This is an optimization exercise on Yosys and OpenROAD, whose aim is small area, not a production implementation. Function was checked by simulation only, so behaviour that the tests miss may differ from the original. Power is estimated from default activity; no workload was simulated.

==> flow/design.v, too long to show whole: its modules and the start of the top module <==
// module reg_block: 53 lines
// module fsm: 19 lines
// module cic: 71 lines
// module cic_add: 9 lines
// module cic_sub: 10 lines
// module cic_comb2: 19 lines
// module cic_add_lo: 9 lines
// module cic_add_hi: 9 lines
// module cic_fa: 4 lines
// module cic_ha: 4 lines
// module cic_maj: 3 lines
// module fir: 40 lines
// module fir_mac: 978 lines
// module fir_nand2: 3 lines
// module fir_fa: 4 lines
// module fir_ha: 4 lines
// module fir_xnor2: 3 lines
// module fir_or2: 3 lines
// module fir_xor3: 3 lines
// module fir_mux2: 3 lines
// module datapath: 29 lines
// module digital_top: 38 lines
module digital_top(
  input wire reset_n,
  input wire clk,
  input  wire       reg_req,
  input  wire       reg_wr1rd0,
  input  wire [7:0] reg_address,
  input  wire [7:0] reg_wr_data,
  output wire [7:0] reg_rd_data,
  output logic      adc_convert,     
  input  logic      adc_ready,
  input  logic[7:0] adc_q,           
  output wire [7:0] adc_filtered,
  output wire       filtered_ready
);
  // ...
==> flow/run.sh <==
#!/bin/bash
# synth_recipe.tcl (not shown) runs the flow's synth.tcl, then flattens the netlist and writes it again
# the make line also repeats each setting of config.mk as NAME=value (left out here)
make -C /OpenROAD-flow-scripts/flow DESIGN_CONFIG=/design/flow/config.mk WORK_HOME=/design/flow/orfs CLKGATE_MAP_FILE= SYNTH_SCRIPT=/design/flow/synth_recipe.tcl finish
==> flow/config.mk <==
export PLATFORM = sky130hd
export DESIGN_NAME = digital_top
export DESIGN_NICKNAME = digital_top
export VERILOG_FILES = /design/flow/design.v
export SDC_FILE = /design/flow/constraint.sdc
export NUM_CORES = 4
export LEC_CHECK = 0
export CAP_MARGIN = 20
export CORE_MARGIN = 2
export CORE_UTILIZATION = 40
export SLEW_MARGIN = 20
export SYNTH_HIERARCHICAL = 1
==> flow/constraint.sdc <==
create_clock -name core_clock -period 8.0 [get_ports {clk}]
set_input_delay 1.6000 -clock core_clock [delete_from_list [all_inputs] [get_ports {clk}]]
set_output_delay 1.6000 -clock core_clock [all_outputs]
set_load 0.01 [all_outputs]
==> results.tsv, run 1 <==
metric	value	unit
crit_path_start	adc_q[0]	
nonClkBufAreaFrac	0.0532	
fin_skew	0.0154	ns
routedWlPerCell	19.8	um
ctsHoldBuffers	0	
ff2ff_path_depth	22	
area_growth	11.9	%
place.gp.congestion	0.914	
end_kind	flop	
vdd_ir_drop_max	0.163	mV
report.final.slew_viol_count	0	
cp_common_cell	fa_2	
top_layer_used	met4	
route.met3.wl	1660	um
htree_levels	4	
clock_buffers	18	
ant_nets	0	
clkSinkCount	158	
pwr-share-comb	0.175	
wl_met2	16100	um
io_pins	47	
status	no timing/DRC/antenna violations	
grt_pass1_vias	9357	
drive_above_1_share	0.175	
worstSetupPathType	input port to flop	
critPathTopFamily	adder cells	
yosysWarnings	10	
n_antenna_cell	2	
overflow	0	
avgSynthCellArea	12.2	um^2
die_y	191	um
clockRootBuffer	clkbuf_16	
post-route-util	0.453	
inv_count	48	
holdWs	0.395	ns
hold_violations	0	
seq-power	0.889	mW
grt_use_met2	0.308	
cts_buffers	17	
critical_path_required	8.31	ns
grt.met1_usage	0.265	
multi_input_gates	876	
cpPeakStageDelay	0.42	ns
==> run 2, diff against run 1 <==
--- a/flow/config.mk
+++ b/flow/config.mk
@@ -8,5 +8,7 @@
 export CAP_MARGIN = 20
 export CORE_MARGIN = 2
 export CORE_UTILIZATION = 40
+export CTS_BUF_LIST = sky130_fd_sc_hd__clkbuf_8
+export GPL_TIMING_DRIVEN = 0
 export SLEW_MARGIN = 20
 export SYNTH_HIERARCHICAL = 1
==> run 2 against run 1 <==
Still clean; core utilization down 0.13 points; die area stayed put; non-clock buffer count grew 17.
==> results.tsv, run 2 <==
metric	value	unit	change
fin_area	15500	um^2	
startpoint_type	flop		
end_kind	flop		
critPathTopFamily	adder cells		
clkSinkCount	158		unchanged
grt_util_all_layers	0.193		
grt_use_met3	0.0464		
r2r_slack	0.17	ns	
cpPeakStageDelay	0.63	ns	+0.21 ns
htree_levels	4		unchanged
pwr-share-seq	0.469		
grt_pass1_vias	9467		+1.2%
hold_violations	0		unchanged
worst_pin_slew	0.901	ns	
pwr-share-clk	0.335		
syn_area	13900	um^2	
cp_common_cell	fa_1		
wirelength	33100	um	
min_period	7.83	ns	
crit_chain	nand2_1 -> fa_1 -> fa_1 -> fa_1 -> fa_1 -> fa_1 -> fa_1 -> fa_1 -> fa_1 -> fa_1 -> or2_1 -> fa_1 -> or2_1 -> fa_2 -> mux2_4 -> buf_4 -> mux4_2 -> a32o_1 -> a211oi_1 -> a221o_1		
layout_common_cells	fa_1, nand2_1, dfrtp_1		
initial_core_util	0.405		
worstSkewPairLatency	0.48	ns	
place.gp.congestion	0.890		-2.6%
synthCells	1140		
grt_pass1_wl	53300	um	
drive_above_1_share	0.179		+0.00409
critical_path_required	8.41	ns	+0.10 ns
slowest_stage	dfstp_2		
final-setup-viol-count	0		
routedWlPerCell	19.7	um	-0.62%
multi_input_area	9470	um^2	
dieArea	36300	um^2	
p_leak	5.38	nW	
antenna_found_initial	0		
port_buffers	45		
fillers	3188		
rows	68		
crit_fanout	7		
cts_buffers	17		unchanged
cap_violations	0		
fin_skew	0.0206	ns	+0.00527 ns
min_period_over_period	0.979		
p_total	1.90	mW	
grt_use_met2	0.315		+0.00657
ctsHoldBuffers	0		unchanged
worst-path-buf-inv	1		
dieWidth	191	um	
synth_fp_nets	1426		
dpl.hpwl	26000	um	
drtIter0Drc	533		
area_growth	11.5	%	
yosysWarnings	10		unchanged
avgSynthCellArea	12.2	um^2	unchanged
hp-start	u_regs.O_conv_en$_DFFE_PN0P_		
drt-pass1-iter-count	5		
coreArea	34400	um^2	
post_dp_cell_area	15000	um^2	
pwr-share-comb	0.196		+0.021
ff2ff_path_depth	20		-9.1%
worstSetupPathType	flop to flop		
r2r-start	u_regs.O_coef0[0]$_DFFE_PN1P_		
final_net_count	1499		
hold_class	flop to flop		
grt.met1_usage	0.257		-0.00789
report.final.slew_viol_count	0		unchanged
rr_endpoint	u_datapath.fir_u.data_out[1]$_DFFE_PN0P_		
vdd_ir_drop_max	0.121	mV	-26%
post-route-util	0.452		-0.00135
path_clk_slew	0.10	ns	
drc	0		
clk_path_buf_depth	2		
regArea	3930	um^2	
holdPathStages	0		
die_y	191	um	unchanged
powerDensity	123	nW/um^2	
max-slew-margin-rel	0.398		
p_sw	0.604	mW	
n_antenna_cell	0		-2
grt_max_degree	72		
worst_ep_arrival_time	8.24	ns	
final_common_cell	fa_1		
switching_share	0.317		
fmax	128	MHz	
ant_nets	0		unchanged
io_pins	47		unchanged
status	no timing/DRC/antenna violations		
vias	8917		
holdPathEnd	u_fsm.active$_DFF_PN0_		
overflow	0		unchanged
cts_tree	yes		
busiest_layer	met2		
viasPerCell	5.30		
internal-power	1.30	mW	
clockRootBuffer	clkbuf_8		
==> run 2: how the worst max path moves through the flow <==
stage	startpoint	endpoint	slack (ns)	cells past startpoint
global route	u_regs.O_coef0[0]$_DFFE_PN1P_	u_datapath.fir_u.data_out[1]$_DFFE_PN0P_	-0.0004	20
floorplan	adc_ready	u_datapath.cic_u.int0[16]$_DFF_PN0_	0.005	20
CTS	adc_q[0]	u_datapath.cic_u.int0[16]$_DFF_PN0_	0.01	19
detailed placement	adc_ready	u_datapath.cic_u.int0[16]$_DFF_PN0_	-0.99	21
finish	u_regs.O_coef0[0]$_DFFE_PN1P_	u_datapath.fir_u.data_out[1]$_DFFE_PN0P_	0.17	20
global placement	adc_ready	u_datapath.cic_u.int0[16]$_DFF_PN0_	-0.99	21
==> run 2: layout make-up <==
| cell class | count | area share |
|---|---|---|
| multi-input combinational | 876 | 0.610 |
| sequential | 158 | 0.253 |
| tap | 455 | 0.0367 |
| timing repair buffer | 54 | 0.0348 |
| buffer | 58 | 0.0266 |
| clock buffer | 17 | 0.0151 |
| clock inverter | 15 | 0.0126 |
| inverter | 48 | 0.0116 |
==> run 2: what timing repair did <==
action	in CTS	in global routing
setup buffers	1	7
endpoints found under the setup margin	4	5
pin swaps	1	6
resized for setup	5	26
gates cloned	0	0
==> run 2: stage by stage <==
step	setup slack [ns]	setup TNS [ns]	std cells	hold WS, ns
2_1_floorplan	0.00500	0	1140	0.350
3_3_place_gp	-0.988	-51.08	1640	0.355
3_5_place_dp	-0.989	-2.62	1641	0.366
4_1_cts	0.0113	0	1674	0.388
5_1_grt	-0.000436	-0.000436	1681	0.407
6_report	0.171	0	1681	0.383
==> run 2: routing by layer <==
metal,part of all wire,wire [um]
met5,0,0
met4,0.023,773
met1,0.43,14300
met2,0.48,16100
met3,0.062,2060
==> run 2: power by group through the flow <==
stage	clock network [mW]	registers, mW	logic (mW)
floorplan	0	0.893	0.262
global placement	0	0.910	0.353
detailed placement	0	0.910	0.364
CTS	0.656	0.894	0.367
global route	0.689	0.901	0.421
finish	0.637	0.893	0.372

what the ideal ports hide:
In the flow no input, the clock included, has a driving cell. The finished layouts below were timed again as built, in two steps.
Step 1 (the two cells are an assumption about what drives the block):
set clk [get_ports {clk}]
set_driving_cell -lib_cell sky130_fd_sc_hd__clkbuf_16 $clk
set_driving_cell -lib_cell sky130_fd_sc_hd__buf_2 [delete_from_list [all_inputs] $clk]
Step 2 moves the port delays by t, midway between the first and last clock arrival at a register: inputs arrive t later, outputs are due t later. That takes back most of the time a late clock gives input paths.
a / b / c = ideal ports / drivers / drivers and shift; a / b = the first two.
run | shift t [ns] | slack for setup (ns) | worst setup path after step 2 | worst register clock-pin slew, ns | worst data-port slew with drivers (ns)
run 1 | 0.477 | 0.156 / 0.183 / -0.294 | input to register | 0.07 / 0.07 | 0.04
run 2 | 0.510 | 0.171 / 0.171 / -0.246 | input to register | 0.12 / 0.12 | 0.05
Met with ideal ports but missed after step 2: setup timing in run 1 and run 2. For run 1, which loses most, drivers alone change the setup slack by +0.027 ns; drivers and shift together by -0.450 ns.
